From an optimization exercise on the open Yosys and OpenROAD flow, aimed at small area and a short achievable clock period; shortcuts taken in it are not production practice. RTL that was checked went through simulation tests only; none was proved equivalent to the original. Only the layout flow was run in runs 3 and 4; the RTL was not checked for function there. No activity file was given, so power comes from the tool's default toggle rates.

$ cat design/flow/config.mk
export PLATFORM = sky130hd
export DESIGN_NAME = barrel_shifter
export DESIGN_NICKNAME = barrel_shifter
export VERILOG_FILES = /design/flow/design.v
export SDC_FILE = /design/flow/constraint.sdc
export NUM_CORES = 4
export LEC_CHECK = 0
export CAP_MARGIN = 20
export CORE_MARGIN = 2
export CORE_UTILIZATION = 40
export SLEW_MARGIN = 85
export SYNTH_HIERARCHICAL = 1
export SYNTH_MINIMUM_KEEP_SIZE = 0
$ cat design/flow/constraint.sdc
create_clock -name core_clock -period 3.5 [get_ports {i_clk}]
set_input_delay 0.7000 -clock core_clock [delete_from_list [all_inputs] [get_ports {i_clk}]]
set_output_delay 0.7000 -clock core_clock [all_outputs]
set_load 0.01 [all_outputs]
$ cat design/flow/design.v
module barrel_shifter (
    input  logic        i_clk,
    input  logic        i_signed,
    input  logic        i_shift_left,
    input  logic [4:0]  i_shift_amt,
    input  logic [31:0] i_data,
    output logic [31:0] o_data
);
    logic        left, fill;
    logic [3:0]  a, a_n;
    logic        sr0, sr1, sl0, sl1;
    logic        fr1, fr;
    assign left = i_shift_left;
    assign fill = i_signed & i_data[31];
    assign a    = i_shift_amt[3:0] ^ {4{left}};
    assign a_n  = ~a;
    assign sr0 = ~left & ~i_shift_amt[4];
    assign sr1 = ~left &  i_shift_amt[4];
    assign sl0 =  left &  i_shift_amt[4];
    assign sl1 =  left & ~i_shift_amt[4];
    assign fr1 = fill & sr1;
    assign fr  = fill & ~left;
    logic [46:0] v16;
    logic [38:0] v8_n;
    logic [34:0] v4;
    logic [32:0] v2_n;
    logic [31:0] res;
    for (genvar i = 0; i < 15; i++) begin : g_s16_lo
        bs_ao22 u (.a(i_data[i]), .sa(sr0), .b(i_data[i+16]), .sb(sr1), .y(v16[i]));
    end
    assign v16[15] = (i_data[15] & sr0) | (i_data[31] & sr1) | (i_data[0] & sl1);
    for (genvar i = 16; i < 31; i++) begin : g_s16_mid
        bs_ao221 u (.a(i_data[i]), .sa(sr0), .b(i_data[i-15]), .sb(sl1), .c(fr1), .y(v16[i]));
    end
    assign v16[31] = (i_data[31] & sr0) | fr1 | (i_data[0] & sl0) | (i_data[16] & sl1);
    for (genvar i = 32; i < 47; i++) begin : g_s16_hi
        bs_ao221 u (.a(i_data[i-31]), .sa(sl0), .b(i_data[i-15]), .sb(sl1), .c(fr), .y(v16[i]));
    end
    for (genvar i = 0; i < 39; i++) begin : g_s8
        bs_mux_n u (.a(v16[i]), .sa_n(a[3]), .b(v16[i+8]), .sb_n(a_n[3]), .y(v8_n[i]));
    end
    for (genvar i = 0; i < 35; i++) begin : g_s4
        bs_mux_n u (.a(v8_n[i]), .sa_n(a[2]), .b(v8_n[i+4]), .sb_n(a_n[2]), .y(v4[i]));
    end
    for (genvar i = 0; i < 33; i++) begin : g_s2
        bs_mux_n u (.a(v4[i]), .sa_n(a[1]), .b(v4[i+2]), .sb_n(a_n[1]), .y(v2_n[i]));
    end
    for (genvar i = 0; i < 32; i++) begin : g_s1
        bs_mux_n u (.a(v2_n[i]), .sa_n(a[0]), .b(v2_n[i+1]), .sb_n(a_n[0]), .y(res[i]));
    end
    always_ff @(posedge i_clk) o_data <= res;
endmodule
module bs_mux_n (input logic a, sa_n, b, sb_n, output logic y);
    assign y = ~((a | sa_n) & (b | sb_n));
endmodule
module bs_ao22 (input logic a, sa, b, sb, output logic y);
    assign y = (a & sa) | (b & sb);
endmodule
module bs_ao221 (input logic a, sa, b, sb, c, output logic y);
    assign y = (a & sa) | (b & sb) | c;
endmodule
$ cat design/flow/flow/run.sh
#!/bin/bash
set -e
export BUFFER_PORTS_ARGS="-buffer_cell sky130_fd_sc_hd__buf_1"
bash standard.sh > standard.log 2>&1
$ cat design/flow/standard.sh
#!/bin/bash
# synth_recipe.tcl (not shown) runs the flow's synth.tcl, then flattens the netlist and writes it again
# the make line also repeats each setting of config.mk as NAME=value (left out here)
make -C /OpenROAD-flow-scripts/flow DESIGN_CONFIG=/design/flow/config.mk WORK_HOME=/design/flow/orfs CLKGATE_MAP_FILE= SYNTH_SCRIPT=/design/flow/synth_recipe.tcl "${@:-finish}"
==> summary.md, run 1 <==
| Metric | Value |
|---|---|
| Post-synth top area share | `between 40% and 50%` |
| Chip Width | `76.4 um` |
| Syn nets | `280` |
| Final Net Count | `about 400` |
| Routed Antenna Nets | `0` |
| TritonCTS buffer count | `5` |
| Biggest regs | `o_data (32)` |
| Die Area | `approximately 0.006 mm^2` |
| Synth warn | `7` |
| #FFs+latches synth | `32` |
| CP dominant cell by count | `buf_2` |
| Core area | `between 0.005 and 0.006 mm^2` |
| Hold depth | `4` |
| WP data required | `between 3000 and 4000 ps` |
| Sequential standard cell area | `641 um^2` |
| Area of the multi-input gates | `about 0.0025 mm^2` |
| Layout cell share with drive strength beyond 1 | `about half` |
| DP Wirelength | `roughly 7000 um` |
| Iter 0 DRT Violations | `between 200 and 300` |
| Max-cap violations | `0` |
| Routed wl met3 | `about 900 um` |
| Peak Freq | `413 MHz` |
| Htree depth | `2` |
| CTS tree | `done` |
| Area Growth Syn to Fin | `99.3%` |
| Max VDD drop | `0.263 mV` |
| Remaining global-route overflow | `0` |
| Yosys top cell by area | `o22ai_1` |
| Clk slew on worst S/H paths | `around 70 ps` |
| Crit path kind | `in2reg` |
| Status | `complete, no violations` |
| Sink Count | `32` |
| Vias per inst | `7.34` |
| Post-layout instance area | `0.00418 mm^2` |
| Count of cell types in the netlist | `17` |
| Hold Startpoint | `i_shift_amt[0]` |
| First-pass GRT wire length | `between 10,000 and 15,000 um` |
| Number of global-route vias before repair | `between 2,000 and 3,000` |
| DRT met1 WL | `3900 um` |
| Largest register by flop count | `o_data` |
| RSZ-0062 raised after global routing | `false` |
| Core Rows | `26` |
| Post-CTS Setup Inserts | `0` |
| Largest net degree at the start of global routing | `33` |
| Top layer in use | `met4` |
| Mean area per synthesized cell | `a little under 9 um^2` |
| DIE HEIGHT | `76.4 um` |
| Vias | `3,127` |
| Crit path cell chain | `buf_2 -> buf_2 -> xor2_4 -> buf_2 -> inv_8 -> buf_8 -> buf_8 -> o22ai_4 -> buf_2 -> o22ai_2 -> o22ai_2 -> o22ai_1` |
| Startpoint class of the critical path | `input pin` |
| Hold endpoint | `o_data[26]` |
| Crit-path slowest cell | `o22ai_2` |
| WHS | `~1100 ps` |
| PwrDens | `about 470 mW/mm^2` |
| Crit share post-route | `between 60% and 70%` |
| Post-CTS sizing | `0` |
| Drt pass-1 iters | `5` |
| CTS root buf | `clkbuf_8` |
| Top cells by area, synth | `o22ai_1 (41%), dfxtp_1 (31%), a221o_1 (14%)` |
| Final critical-path required period | `between 2000 and 2500 ps` |
| Crit-path max FO | `10` |
| Dpl cell area | `0.00396 mm^2` |
| Slew headroom | `82.9%` |
| Worst-Margin Slew | `between 200 and 300 ps` |
| Slew Limit Fails | `0` |
| GP Congestion | `0.928` |
| Number of flip-flops in the largest register | `32` |
| Final hold vios | `0` |
| Slowest stage delay, CP | `between 200 and 250 ps` |
| Antenna violations before repair | `0` |
| HP Class | `in2reg` |
| Setup Viol. Count Final | `0` |
| Static leakage | `around 1.4 nW` |
| Post-Route WL | `9820 um` |
| TNS Setup | `0 ps` |
| Register area share after synthesis | `between 30% and 40%` |
| DR WL met2 | `4670 um` |
| Starting Density | `just over 40%` |
| Post-Synthesis Cells | `240` |
| Post-DR wirelength/cell | `23.0 um` |
| Drt drc | `0` |
| Clk buf depth | `2` |
| GRT Total Usage | `30.9%` |
| Worst Path Arrival | `roughly 2600 ps` |
| Synthesized area | `0.00210 mm^2` |
| Hold buffers post-CTS | `0` |
| Filler cells | `around 290` |
| Port Buffers | `71` |
| Antenna diode count | `0` |
| Crit end category | `flip-flop` |
| I/O pin count | `about 70` |
routing by layer:
metal,vias to the layer above,global-route usage [%]
li1,1375,-
met1,1507,40.5
met2,204,50.5
met3,41,6.52
met4,0,10.2
met5,-,0
Yosys stat by module (local to each module, per instance):
module	cell area, um^2	copies in the design
bs_ao221	10.0	30
bs_ao22	8.76	15
barrel_shifter	797	1
bs_mux_n	6.26	139
critical path, delay by kind of cell:
kind | cells | cell delay, ps
AO/OA/AOI/OAI | 4 | 630
XOR/XNOR | 1 | 190
buffers and inverters | 7 | 1100
layout make-up:
type,count,area share [%]
inverter,5,0.987
tap,70,2.09
sequential,32,15.3
timing repair buffer,109,18.7
clock buffer,6,1.73
clock inverter,2,0.838
multi-input combinational,202,60.4
power breakdown:
part           switching (W)  internal, W  total [W]  leakage, nW
clock               0.000141     0.000211   0.000352       0.0552
sequential         0.0000207     0.000455   0.000476        0.270
combinational       0.000633     0.000499    0.00113         1.06
layout by cell type, fill, tap and decap left out, types with 2 or more instances in the layout:
cell	n
nand2_1	3
inv_8	3
xor2_4	3
nor2_1	3
buf_4	4
o22ai_1	38
a22o_1	11
buf_16	8
dfxtp_1	32
a221o_2	12
inv_1	2
buf_8	11
clkbuf_2	9
o22ai_4	47
buf_1	66
a22o_2	4
clkbuf_8	7
a221o_1	18
buf_2	9
o22ai_2	54
o21ai_4	2
per-stage QoR:
| step | worst slack [ps] | util (%) | total power (W) | instances |
|---|---|---|---|---|
| 6_report | 1080 | 82.4 | 0.00196 | 426 |
| 5_1_grt | 1020 | 82.4 | 0.00203 | 426 |
| 3_5_place_dp | 898 | 78.1 | 0.00155 | 412 |
| 2_1_floorplan | 2.31 | - | 0.000898 | 240 |
| 4_1_cts | 1180 | 80.2 | 0.00190 | 420 |
| 3_3_place_gp | 427 | 50.1 | 0.00110 | 391 |
synthesized netlist by cell type:
master   instances
a22o_1          15
and2_1           1
nor3_1           1
nor2_1           3
inv_1            4
nor2b_1          1
xor2_2           2
mux2i_1          1
buf_6            1
o21ai_0          3
o22ai_1        139
inv_2            1
dfxtp_1         32
nand2_1          3
xor2_1           2
a221o_1         30
mux2_1           1
how the worst max path moves through the flow:
stage | slack [ps] | cells past startpoint | startpoint | endpoint
CTS | 1180 | 12 | i_shift_left | o_data[9]
finish | 1080 | 12 | i_shift_left | o_data[7]
floorplan | 2 | 5 | i_shift_left | o_data[10]
global placement | 430 | 7 | i_shift_left | o_data[25]
global route | 1020 | 12 | i_shift_left | o_data[7]
detailed placement | 900 | 12 | i_shift_left | o_data[9]
cells by family (layout without fill, tap and decap cells):
logic type,after synthesis,in the layout,share of synthesized area [%]
xor gates and xnor gates,4,4,2.39
AOI/OAI and AO/OA,187,187,62.7
and+or+nand+nor,9,9,1.91
buffers and inverters,6,122,1.43
DFF,32,32,30.5
muxes,2,2,1.01
==> inputs of run 2 (changes only) <==
--- a/design/flow/config.mk
+++ b/design/flow/config.mk
@@ -8,6 +8,6 @@
 export CAP_MARGIN = 20
 export CORE_MARGIN = 2
 export CORE_UTILIZATION = 40
-export SLEW_MARGIN = 85
+export SLEW_MARGIN = 75
 export SYNTH_HIERARCHICAL = 1
 export SYNTH_MINIMUM_KEEP_SIZE = 0
==> summary.md, run 2 <==
| Metric | Value |
|---|---|
| Slowest stage delay, CP | `390 ps` |
| Iter 0 DRT Violations | `310` |
| FFs w/ async S/R, synth | `0%` |
| Slew Limit Fails | `0` |
| Starting Density | `between 40% and 50%` |
| CTS tree | `done` |
| Drt drc | `0` |
| Met3 Usage GRT | `4.50%` |
| Most common cell after layout, fill and taps aside | `o22ai_1` |
| WHS | `between 1000 and 1500 ps` |
| GRT Total Usage | `25.0%` |
| Post-synthesis mux area share | `just over 1%` |
| RSZ-0062 raised after global routing | `false` |
| Placed insts | `391` |
| Antenna diode count | `0` |
| TNS Setup | `0 ps` |
| Crit share post-route | `between 60 and 70%` |
| Top Usage Layer GRT | `met2` |
| Largest family of logic cells by synthesized area | `compound AO/OA/AOI/OAI gates` |
| Clk buf depth | `2` |
| Layout cell share with drive strength beyond 1 | `8.84%` |
| Number of flip-flops in the largest register | `32` |
| Core area | `0.00507 mm^2` |
| Worst Path Arrival | `around 2500 ps` |
| TritonCTS buffer count | `5` |
| Crit-path max FO | `30` |
| CTS root buf | `clkbuf_8` |
| Fin cells | `about 400` |
| Post-CTS Setup Inserts | `0` |
| Sink Count | `32` |
| I/O pin count | `72` |
| Area Growth Syn to Fin | `26.8%` |
| Synth warn | `7` |
| Hold Startpoint | `i_shift_amt[0]` |
| Peak Freq | `434 MHz` |
| Biggest regs | `o_data (32)` |
| Routed Antenna Nets | `0` |
| Adder-Cell Fraction of Synth Area | `0%` |
| Post-DR wirelength/cell | `about 19 um` |
| CP dominant cell by count | `o22ai_1` |
| Syn nets | `280` |
| Static leakage | `about 0.9 nW` |
| Status | `complete, no violations` |
| WP data required | `around 3700 ps` |
| Sequential standard cell area | `around 640 um^2` |
| Port Buffers | `71` |
| Register area share after synthesis | `a little under a third` |
| Core Rows | `26` |
| Most frequent cells in the layout | `o22ai_1 (138), buf_1 (70), dfxtp_1 (32), a221o_1 (30), a22o_1 (15)` |
| Post-Synthesis Cells | `240` |
| Count of cell types in the netlist | `17` |
| Worst path bufs/invs | `2` |
| Largest delay share family, worst path | `compound AO/OA/AOI/OAI gates` |
| M1 GR Usage | `between 30% and 40%` |
| Die Area | `between 0.005 and 0.006 mm^2` |
| Crit-path slowest cell | `a221o_1` |
| First-pass GRT wire length | `about 12,000 um` |
| Max-cap violations | `0` |
| Top cells by area, synth | `o22ai_1 (41%), dfxtp_1 (31%), a221o_1 (14%)` |
| Vias | `approximately 2,800` |
| Worst-Margin Slew | `339 ps` |
| Post-synth top cells | `o22ai_1 (139), dfxtp_1 (32), a221o_1 (30), a22o_1 (15), inv_1 (4)` |
| Yosys top cell by area | `o22ai_1` |
| Crit. Startpoint | `i_shift_amt[4]` |
| Clk slew on worst S/H paths | `60 ps` |
| Met2 Use GR | `around 37%` |
| DIE HEIGHT | `76.4 um` |
| Crit end category | `flip-flop` |
| GP Congestion | `about 0.93` |
| Setup Viol. Count Final | `0` |
| Hold buffers post-CTS | `0` |
| Ys flop type | `dfxtp_1` |
| Vias per inst | `between 6 and 7` |
| Antenna violations before repair | `0` |
| Chip Width | `approximately 76 um` |
| Post-Route WL | `about 7600 um` |
| Largest register by flop count | `o_data` |
| Filler cells | `540` |
| Final hold vios | `0` |
| Htree depth | `2` |
| Number of flops mapped to enable cells by yosys | `0` |
| Startpoint class of the critical path | `input pin` |
| Max VDD drop | `between 0.2 and 0.25 mV` |
| Area of the multi-input gates | `about 0.0015 mm^2` |
| Post-CTS sizing | `0` |
| Crit path kind | `in2reg` |
| Largest net degree at the start of global routing | `40` |
| Most common cell in the netlist | `o22ai_1` |
| Final critical-path required period | `approximately 2300 ps` |
| Slew headroom | `between 70 and 80%` |
| Drt pass-1 iters | `5` |
| PwrDens | `~530 mW/mm^2` |
| Final Net Count | `approximately 370` |
| Area share of xor/xnor cells in the synthesized design | `about 2.4%` |
| Crit path cell chain | `buf_1 -> nor2_1 -> buf_4 -> a221o_1 -> o22ai_1 -> o22ai_1 -> o22ai_1 -> o22ai_1` |
| Compound-Gate Fraction of Synth Area | `a little over three fifths` |
| Tot Pwr | `roughly 0.0014 W` |
| Remaining global-route overflow | `0` |
| Post-synth top area share | `41.4%` |
| Number of global-route vias before repair | `between 2,000 and 2,500` |
| #FFs+latches synth | `32` |
| Dpl cell area | `between 0.002 and 0.003 mm^2` |
| Synthesized area | `0.00210 mm^2` |
| DP Wirelength | `5450 um` |
| Post-layout instance area | `between 0.002 and 0.003 mm^2` |
| HP Class | `in2reg` |
| Simple-Gate Fraction of Synth Area | `1.91%` |
| Mean area per synthesized cell | `roughly 9 um^2` |
-- run 2: cell counts after synthesis --
No cell type changed its count.
-- run 2: cell type report --
cell class                 instances  share of cell area (%)
multi-input combinational        202                    54.6
clock buffer                       7                    3.62
tap                               70                    3.29
sequential                        32                    24.1
timing repair buffer              82                    13.3
inverter                           5                    1.08
-- run 2: final timing paths --
check | to | cells past startpoint | slack, ps
worst min-delay path | o_data[27] | 4 | 1050
worst max-delay path | o_data[23] | 8 | 1200
-- run 2: stage by stage --
step	setup slack, ps	utilization (%)
after floorplan	2.31	-
after global placement	427	50.1
after detailed placement	947	50.4
after CTS	1250	52.3
after global routing	1100	52.4
final	1200	52.4
-- run 2: logic make-up after synthesis --
kind of cell / Yosys count
simple gates: 9
compound gates: 187
mux: 2
flops: 32
buf+inv: 6
xor+xnor: 4
-- run 2: per-layer routing --
metal	vias up	part of all wire, %
met3	16	9.3
li1	1300	-
met1	1287	46
met5	-	0
met2	180	43
met4	0	2.0
-- run 2: per-module statistics from Yosys (local to each module, per instance) --
module	area, um^2	flip-flops and latches
barrel_shifter	797	32
bs_ao221	10.0	0
bs_ao22	8.76	0
bs_mux_n	6.26	0
-- run 2: report_power, final --
part / switching (W) / total, W / leakage, nW / internal, W
Clock: 0.000126 / 0.000301 / 0.0503 / 0.000175
Combinational: 0.000392 / 0.000628 / 0.561 / 0.000235
Sequential: 0.0000198 / 0.000475 / 0.270 / 0.000455
Total: 0.000538 / 0.00140 / 0.881 / 0.000865
==> inputs of run 3 (changes only) <==
==> design/flow/design.v (replaced) <==
module barrel_shifter (
    input  logic        i_clk,
    input  logic        i_signed,
    input  logic        i_shift_left,
    input  logic [4:0]  i_shift_amt,
    input  logic [31:0] i_data,
    output logic [31:0] o_data
);
    logic        left, fill;
    logic [3:0]  a, a_n;
    logic        sr0, sr1, sl0, sl1;
    logic        fr1, fr;
    assign left = i_shift_left;
    assign fill = i_signed & i_data[31];
    assign a    = i_shift_amt[3:0] ^ {4{left}};
    assign a_n  = ~a;
    assign sr0 = ~left & ~i_shift_amt[4];
    assign sr1 = ~left &  i_shift_amt[4];
    assign sl0 =  left &  i_shift_amt[4];
    assign sl1 =  left & ~i_shift_amt[4];
    assign fr1 = fill & sr1;
    assign fr  = fill & ~left;
    logic [46:0] v16_n;
    logic [38:0] v8;
    logic [34:0] v4_n;
    logic [32:0] v2;
    logic [31:0] res_n;
    logic [31:0] q_n;
    for (genvar i = 0; i < 15; i++) begin : g_s16_lo
        bs_aoi22 u (.a(i_data[i]), .sa(sr0), .b(i_data[i+16]), .sb(sr1), .y(v16_n[i]));
    end
    assign v16_n[15] = ~((i_data[15] & sr0) | (i_data[31] & sr1) | (i_data[0] & sl1));
    for (genvar i = 16; i < 31; i++) begin : g_s16_mid
        bs_aoi221 u (.a(i_data[i]), .sa(sr0), .b(i_data[i-15]), .sb(sl1), .c(fr1), .y(v16_n[i]));
    end
    assign v16_n[31] = ~((i_data[31] & sr0) | fr1 | (i_data[0] & sl0) | (i_data[16] & sl1));
    for (genvar i = 32; i < 47; i++) begin : g_s16_hi
        bs_aoi221 u (.a(i_data[i-31]), .sa(sl0), .b(i_data[i-15]), .sb(sl1), .c(fr), .y(v16_n[i]));
    end
    for (genvar i = 0; i < 39; i++) begin : g_s8
        bs_mux_n u (.a(v16_n[i]), .sa_n(a[3]), .b(v16_n[i+8]), .sb_n(a_n[3]), .y(v8[i]));
    end
    for (genvar i = 0; i < 35; i++) begin : g_s4
        bs_mux_n u (.a(v8[i]), .sa_n(a[2]), .b(v8[i+4]), .sb_n(a_n[2]), .y(v4_n[i]));
    end
    for (genvar i = 0; i < 33; i++) begin : g_s2
        bs_mux_n u (.a(v4_n[i]), .sa_n(a[1]), .b(v4_n[i+2]), .sb_n(a_n[1]), .y(v2[i]));
    end
    for (genvar i = 0; i < 32; i++) begin : g_s1
        bs_mux_n u (.a(v2[i]), .sa_n(a[0]), .b(v2[i+1]), .sb_n(a_n[0]), .y(res_n[i]));
    end
    always_ff @(posedge i_clk) q_n <= res_n;
    assign o_data = ~q_n;
endmodule
module bs_mux_n (input logic a, sa_n, b, sb_n, output logic y);
    assign y = ~((a | sa_n) & (b | sb_n));
endmodule
module bs_aoi22 (input logic a, sa, b, sb, output logic y);
    assign y = ~((a & sa) | (b & sb));
endmodule
module bs_aoi221 (input logic a, sa, b, sb, c, output logic y);
    assign y = ~((a & sa) | (b & sb) | c);
endmodule
==> design/flow/flow/run.sh (replaced) <==
#!/bin/bash
set -e
here=$(pwd)
export BUFFER_PORTS_ARGS="-buffer_cell sky130_fd_sc_hd__buf_1"
export POST_FLOORPLAN_TCL="$here/flow/post_floorplan.tcl"
bash standard.sh > standard.log 2>&1
==> design/flow/flow/post_floorplan.tcl (new file) <==
# Synthesis maps the first-stage AOI cells at drive strength 2; they drive
# only two gates each, so use drive strength 1.
foreach inst [[ord::get_db_block] getInsts] {
  set m [[$inst getMaster] getName]
  if { [regexp {^sky130_fd_sc_hd__(a22oi|a221oi|o22ai)_2$} $m -> base] } {
    set small [[ord::get_db] findMaster "sky130_fd_sc_hd__${base}_1"]
    $inst swapMaster $small
  }
}
==> summary.md, run 3 <==
| Metric | Value |
|---|---|
| Max VDD drop | `between 0.2 and 0.25 mV` |
| Starting Density | `a little over 40%` |
| CTS tree | `done` |
| Largest register by flop count | `q_n` |
| Crit path cell chain | `buf_1 -> buf_4 -> nor2_2 -> buf_4 -> a221oi_1 -> clkdlybuf4s50_1 -> o22ai_1 -> o22ai_1 -> o22ai_1 -> o22ai_1` |
| Area Growth Syn to Fin | `18.9%` |
| Crit-path max FO | `30` |
| Hold Startpoint | `i_shift_amt[0]` |
| Routed Antenna Nets | `0` |
| Vias per inst | `roughly 6.6` |
| Ys flop type | `dfxtp_1` |
| Drt drc | `0` |
| Crit path kind | `in2reg` |
| Iter 0 DRT Violations | `287` |
| Crit end category | `flip-flop` |
| HP Class | `in2reg` |
| Post-CTS sizing | `0` |
| Post-Route WL | `between 7000 and 8000 um` |
| Worst Path Arrival | `~3100 ps` |
| Antenna diode count | `0` |
| TNS Setup | `0 ps` |
| DP Wirelength | `approximately 5600 um` |
| Core Rows | `28` |
| Yosys top cell by area | `o22ai_1` |
| DIE HEIGHT | `between 80 and 90 um` |
| Die Area | `~0.0067 mm^2` |
| Count of cell types in the netlist | `16` |
| Post-DR wirelength/cell | `between 15 and 20 um` |
| FFs w/ async S/R, synth | `0%` |
| #FFs+latches synth | `32` |
| Status | `complete, no violations` |
| Chip Width | `~82 um` |
| GRT Total Usage | `a little under a quarter` |
| Sink Count | `32` |
| Slew headroom | `74.2%` |
| Most frequent cells in the layout | `o22ai_1 (138), buf_1 (71), inv_1 (34), dfxtp_1 (32), a221oi_1 (24)` |
| Port Buffers | `between 70 and 80` |
| Number of global-route vias before repair | `2,453` |
| Clk slew on worst S/H paths | `around 70 ps` |
| Crit-path slowest cell | `clkdlybuf4s50_1` |
| Number of flops mapped to enable cells by yosys | `0` |
| Post-synth top area share | `a little over a third` |
| Startpoint class of the critical path | `input pin` |
| WHS | `roughly 1000 ps` |
| Htree depth | `2` |
| Synth warn | `7` |
| RSZ-0062 raised after global routing | `false` |
| Setup Viol. Count Final | `0` |
| First-pass GRT wire length | `roughly 12,000 um` |
| CP dominant cell by count | `o22ai_1` |
| Remaining global-route overflow | `0` |
| Hold buffers post-CTS | `0` |
| Number of flip-flops in the largest register | `32` |
| TritonCTS buffer count | `5` |
| Mean area per synthesized cell | `approximately 9 um^2` |
| Most common cell after layout, fill and taps aside | `o22ai_1` |
| Area of the multi-input gates | `0.00145 mm^2` |
| Peak Freq | `~350 MHz` |
| Crit. Startpoint | `i_shift_left` |
| Final hold vios | `0` |
| Post-synth top cells | `o22ai_1 (139), inv_1 (37), dfxtp_1 (32), a221oi_2 (30), a22oi_2 (15)` |
| Post-CTS Setup Inserts | `0` |
| Slowest stage delay, CP | `570 ps` |
| Slew Limit Fails | `0` |
| Antenna violations before repair | `0` |
| Final Net Count | `roughly 410` |
| Max-cap violations | `0` |
| Clk buf depth | `2` |
| Core area | `between 0.005 and 0.006 mm^2` |
| Sequential standard cell area | `about 640 um^2` |
| Filler cells | `638` |
| Largest net degree at the start of global routing | `40` |
| Top cells by area, synth | `o22ai_1 (36%), dfxtp_1 (27%), a221oi_2 (19%)` |
| Worst-Margin Slew | `about 390 ps` |
| GP Congestion | `~0.9` |
| Biggest regs | `q_n (32)` |
| Static leakage | `roughly 1.0 nW` |
| PwrDens | `between 400 and 500 mW/mm^2` |
| CTS root buf | `clkbuf_8` |
| WP data required | `between 3000 and 4000 ps` |
| Most common cell in the netlist | `o22ai_1` |
| Vias | `2,897` |
| Final critical-path required period | `2850 ps` |
| Post-Synthesis Cells | `between 200 and 300` |
| Layout cell share with drive strength beyond 1 | `between 10% and 20%` |
| Drt pass-1 iters | `5` |
| Crit share post-route | `between 80% and 90%` |
| Register area share after synthesis | `a little over a quarter` |
| Synthesized area | `~0.0024 mm^2` |
| Syn nets | `approximately 310` |
| I/O pin count | `72` |
-- run 3: cell count changes in the layout (fill, tap and decap cells not counted), sizes merged, moves of 2 or more --
| cell | change |
|---|---|
| inv | +32 |
| a221o | -30 |
| a221oi | +30 |
| a22o | -15 |
| a22oi | +15 |
| clkdlybuf4s50 | +7 |
| nand2 | -2 |
| o21ai | -2 |
-- run 3: cell type report --
type,count,share of cell area (%)
multi-input combinational,201,50.6
sequential,32,22.3
timing repair buffer,90,15.3
inverter,37,5.19
clock buffer,7,3.36
tap,75,3.27
-- run 3: cells by family (layout without fill, tap and decap cells) --
group / count (synthesis) / after routing / synth area share, %
multiplexers: 3 / 3 / 1.45
AND/OR/NAND/NOR: 8 / 8 / 1.66
XOR/XNOR: 4 / 4 / 1.45
AO/OA/AOI/OAI: 186 / 186 / 62.8
flip-flops: 32 / 32 / 26.5
buffers and inverters: 38 / 134 / 6.06
-- run 3: per-module statistics from Yosys (local to each module, per instance) --
| module | cells | times used | cell area, um^2 |
|---|---|---|---|
| barrel_shifter | 87 | 1 | 907 |
| bs_aoi22 | 1 | 15 | 12.5 |
| bs_aoi221 | 1 | 30 | 15.0 |
| bs_mux_n | 1 | 139 | 6.26 |
-- run 3: final timing paths --
path	cells past startpoint	slack, ps	endpoint
worst min-delay path	4	1030	q_n[31]
worst max-delay path	10	650	q_n[9]
-- run 3: per-stage QoR --
stage | total power [W] | std cells | util [%] | worst slack [ps] | cell area, um^2
3_3_place_gp | 0.00108 | 426 | 44.4 | 408 | 2610
3_5_place_dp | 0.00110 | 433 | 46.5 | 360 | 2740
2_1_floorplan | 0.000916 | 271 | - | 27.7 | 2430
6_report | 0.00141 | 442 | 48.8 | 653 | 2870
5_1_grt | 0.00151 | 442 | 48.8 | 446 | 2870
4_1_cts | 0.00140 | 440 | 48.1 | 647 | 2830
-- run 3: worst max-delay path, delay by kind of cell --
family	cells	cell delay, ps
buffers and inverters	4	1320
AND/OR/NAND/NOR	1	50
AO/OA/AOI/OAI	5	970
-- run 3: layer usage --
metal	part of all wire [%]	GRT usage [%]	wire, um
met5	0	0	0
met4	2.6	10.0	201
met3	7.9	3.19	600
met2	45	36.2	3450
met1	44	32.9	3390
-- run 3: power by group --
part / leakage (nW) / switching [W] / internal, W
clock network: 0.0503 / 0.000128 / 0.000175
registers: 0.270 / 0.0000193 / 0.000451
logic: 0.707 / 0.000392 / 0.000241
==> inputs of run 4 (changes only) <==
==> design/flow/flow/run.sh (replaced) <==
#!/bin/bash
set -e
here=$(pwd)
export BUFFER_PORTS_ARGS="-buffer_cell sky130_fd_sc_hd__buf_1"
export POST_FLOORPLAN_TCL="$here/flow/post_floorplan.tcl"
export PRE_RESIZE_TCL="$here/flow/pre_resize.tcl"
bash standard.sh > standard.log 2>&1
==> design/flow/flow/pre_resize.tcl (new file) <==
# Split the high-fanout select nets into buffer trees during repair_design,
# using plain buffers rather than delay cells.
set_dont_use [get_lib_cells {sky130_fd_sc_hd__clkdlybuf4s* sky130_fd_sc_hd__dlygate* sky130_fd_sc_hd__dlymetal*}]
set_max_fanout 10 [current_design]
--- a/design/flow/config.mk
+++ b/design/flow/config.mk
@@ -8,6 +8,6 @@
 export CAP_MARGIN = 20
 export CORE_MARGIN = 2
 export CORE_UTILIZATION = 40
-export SLEW_MARGIN = 75
+export SLEW_MARGIN = 20
 export SYNTH_HIERARCHICAL = 1
 export SYNTH_MINIMUM_KEEP_SIZE = 0
==> summary.md, run 4 <==
| Metric | Value |
|---|---|
| Clk slew on worst S/H paths | `approximately 70 ps` |
| GRT Total Usage | `26.5%` |
| Post-DR wirelength/cell | `17.9 um` |
| Die Area | `approximately 0.0067 mm^2` |
| Sink Count | `32` |
| Area Growth Syn to Fin | `19.6%` |
| DIE HEIGHT | `slightly above 80 um` |
| Peak Freq | `321 MHz` |
| HP Class | `in2reg` |
| Antenna diode count | `0` |
| Clk buf depth | `2` |
| Top Usage Layer GRT | `met2` |
| M1 GR Usage | `around a third` |
| Static leakage | `between 1 and 1.5 nW` |
| Number of flops mapped to enable cells by yosys | `0` |
| Number of global-route vias before repair | `between 2,000 and 3,000` |
| Most frequent cells in the layout | `o22ai_1 (139), buf_1 (119), inv_1 (37), dfxtp_1 (32), a221oi_1 (30)` |
| Worst Path Arrival | `between 3000 and 4000 ps` |
| Worst-Margin Slew | `around 630 ps` |
| Slew Limit Fails | `0` |
| Status | `complete, no violations` |
| Crit. Startpoint | `i_shift_left` |
| Final hold vios | `0` |
| Largest delay share family, worst path | `compound AO/OA/AOI/OAI gates` |
| Most common cell after layout, fill and taps aside | `o22ai_1` |
| Port Buffers | `71` |
| Crit-path slowest cell | `a221oi_1` |
| Hold depth | `5` |
| Crit end category | `flip-flop` |
| TNS Setup | `0 ps` |
| Register area share after synthesis | `a little over a quarter` |
| Htree depth | `2` |
| Drt pass-1 iters | `6` |
| Hold buffers post-CTS | `0` |
| Remaining global-route overflow | `0` |
| I/O pin count | `72` |
| TritonCTS buffer count | `5` |
| CP dominant cell by count | `o22ai_1` |
| Hold Startpoint | `i_shift_amt[0]` |
| GP Congestion | `between 0.8 and 0.9` |
| Biggest regs | `q_n (32)` |
| Largest net degree at the start of global routing | `11` |
| Post-Route WL | `8620 um` |
| CTS tree | `done` |
| Hold endpoint | `q_n[3]` |
| Largest register by flop count | `q_n` |
| Startpoint class of the critical path | `input pin` |
| Setup Viol. Count Final | `0` |
| Core area | `about 0.0059 mm^2` |
| Cell count along the critical path | `11` |
| Number of flip-flops in the largest register | `32` |
| Max-cap violations | `0` |
| Starting Density | `41.0%` |
| Post-synth top cells | `o22ai_1 (139), inv_1 (37), dfxtp_1 (32), a221oi_2 (30), a22oi_2 (15)` |
| Post-Synthesis Cells | `271` |
| #FFs+latches synth | `32` |
| Slew headroom | `57.7%` |
| Final critical-path required period | `~3100 ps` |
| Met2 Use GR | `between 30 and 40%` |
| Vias | `3,218` |
| Ys flop type | `dfxtp_1` |
| DP Wirelength | `~6700 um` |
| Count of cell types in the netlist | `16` |
| FFs w/ async S/R, synth | `0%` |
| Drt drc | `0` |
| Synthesized area | `about 0.0024 mm^2` |
| Pre-CTS setup slack | `between 200 and 300 ps` |
| Synth warn | `7` |
| Vias per inst | `around 6.7` |
| Routed Antenna Nets | `0` |
| Chip Width | `81.7 um` |
| Crit-path max FO | `10` |
| RSZ-0062 raised after global routing | `false` |
| First-pass GRT wire length | `13,500 um` |
| Core Rows | `28` |
| Crit path kind | `in2reg` |
| Crit path cell chain | `buf_1 -> buf_4 -> nor2_2 -> buf_4 -> buf_1 -> buf_1 -> a221oi_1 -> o22ai_1 -> o22ai_1 -> o22ai_1 -> o22ai_1` |
| Fin cells | `481` |
| Placed insts | `approximately 470` |
| Post-CTS sizing | `0` |
| CTS root buf | `clkbuf_8` |
| WP data required | `around 3700 ps` |
| PwrDens | `between 400 and 500 mW/mm^2` |
| Most common cell in the netlist | `o22ai_1` |
| Layout cell share with drive strength beyond 1 | `slightly above 6%` |
| Syn nets | `311` |
| Top cells by area, synth | `o22ai_1 (36%), dfxtp_1 (27%), a221oi_2 (19%)` |
| Final setup margin | `~380 ps` |
| Tot Pwr | `approximately 0.0014 W` |
| Post-CTS Setup Inserts | `0` |
| Crit share post-route | `89.1%` |
| Mean area per synthesized cell | `about 8.9 um^2` |
| Worst path bufs/invs | `5` |
| Iter 0 DRT Violations | `~470` |
| Core Util, Final | `49.1%` |
| Met3 Usage GRT | `under 10%` |
| Antenna violations before repair | `0` |
| Slowest stage delay, CP | `between 600 and 700 ps` |
| Post-synth top area share | `~36%` |
| Yosys top cell by area | `o22ai_1` |
| Max VDD drop | `0.195 mV` |
| Final Net Count | `446` |
run 4: cell counts after synthesis:
Identical to the previous run, type by type.
run 4: modules after synthesis (local to each module, per instance):
module,flops+latches,cells inside
barrel_shifter,32,87
bs_aoi221,0,1
bs_aoi22,0,1
bs_mux_n,0,1
run 4: how the worst max path moves through the flow:
stage | endpoint | slack [ps]
after floorplan | q_n[10] | 30
after global placement | q_n[12] | 410
after detailed placement | q_n[14] | 260
after CTS | q_n[14] | 540
after global routing | q_n[14] | 310
final | q_n[14] | 380
run 4: routing by layer:
| metal | part of all wire (%) | vias up |
|---|---|---|
| met5 | 0 | - |
| met4 | 7.1 | 0 |
| met3 | 12 | 64 |
| met2 | 42 | 279 |
| met1 | 39 | 1413 |
| li1 | - | 1462 |
run 4: where the power goes:
part | total, W | switching (W) | leakage, nW | internal [W]
clock | 0.000304 | 0.000129 | 0.0503 | 0.000175
sequential | 0.000471 | 0.0000192 | 0.270 | 0.000452
combinational | 0.000651 | 0.000412 | 0.709 | 0.000239
total | 0.00143 | 0.000561 | 1.03 | 0.000865
run 4: kinds of logic after synthesis:
logic type      share of synthesized area, %
mux                                     1.45
xor+xnor                                1.45
flops                                   26.5
simple gates                            1.66
buf+inv                                 6.06
compound gates                          62.8
run 4: cell type report:
class	instances	area [um^2]
Inverter	37	139
Fill cell	616	3000
Clock buffer	7	96.3
Tap cell	75	93.8
Sequential cell	32	641
Timing Repair Buffer	129	522
Multi-Input combinational cell	201	1400
run 4: metrics by stage:
stage / area, um^2 / hold WS [ps]
6_report: 2890 / 1120
5_1_grt: 2890 / 1200
4_1_cts: 2890 / 1120
3_5_place_dp: 2790 / 1120
3_3_place_gp: 2610 / 1120
2_1_floorplan: 2430 / 1040

==> afterwards: timing with drivers on the ports <==
How much do the figures lean on ideal ports? The routed layouts below were timed once more, with nothing changed but the port constraints.
Step 1: set_driving_cell puts a clkbuf_16 on i_clk and a buf_2 on each other input, an assumption about the parent block.
Step 2 times the ports against the registers' clock, not the clock port: input delays grow and output delays shrink by t, the midpoint of the rising clock arrivals with the driver on.
Slacks: ideal ports / drivers / drivers and shift; pairs: ideal ports / drivers.
run | t (ns) | setup WS [ns] | worst hold slack (ns) | cell pins on the clock port's net
run 1 | 0.314 | 1.078 / 1.088 / 0.774 | 1.071 / 1.075 / 1.104 | 1
run 2 | 0.307 | 1.197 / 1.205 / 0.897 | 1.050 / 1.052 / 1.101 | 1
run 3 | 0.309 | 0.653 / 0.661 / 0.351 | 1.029 / 1.029 / 1.141 | 1
run 4 | 0.311 | 0.382 / 0.390 / 0.078 | 1.124 / 1.120 / 1.140 | 1
After both steps every run listed still meets setup and hold.
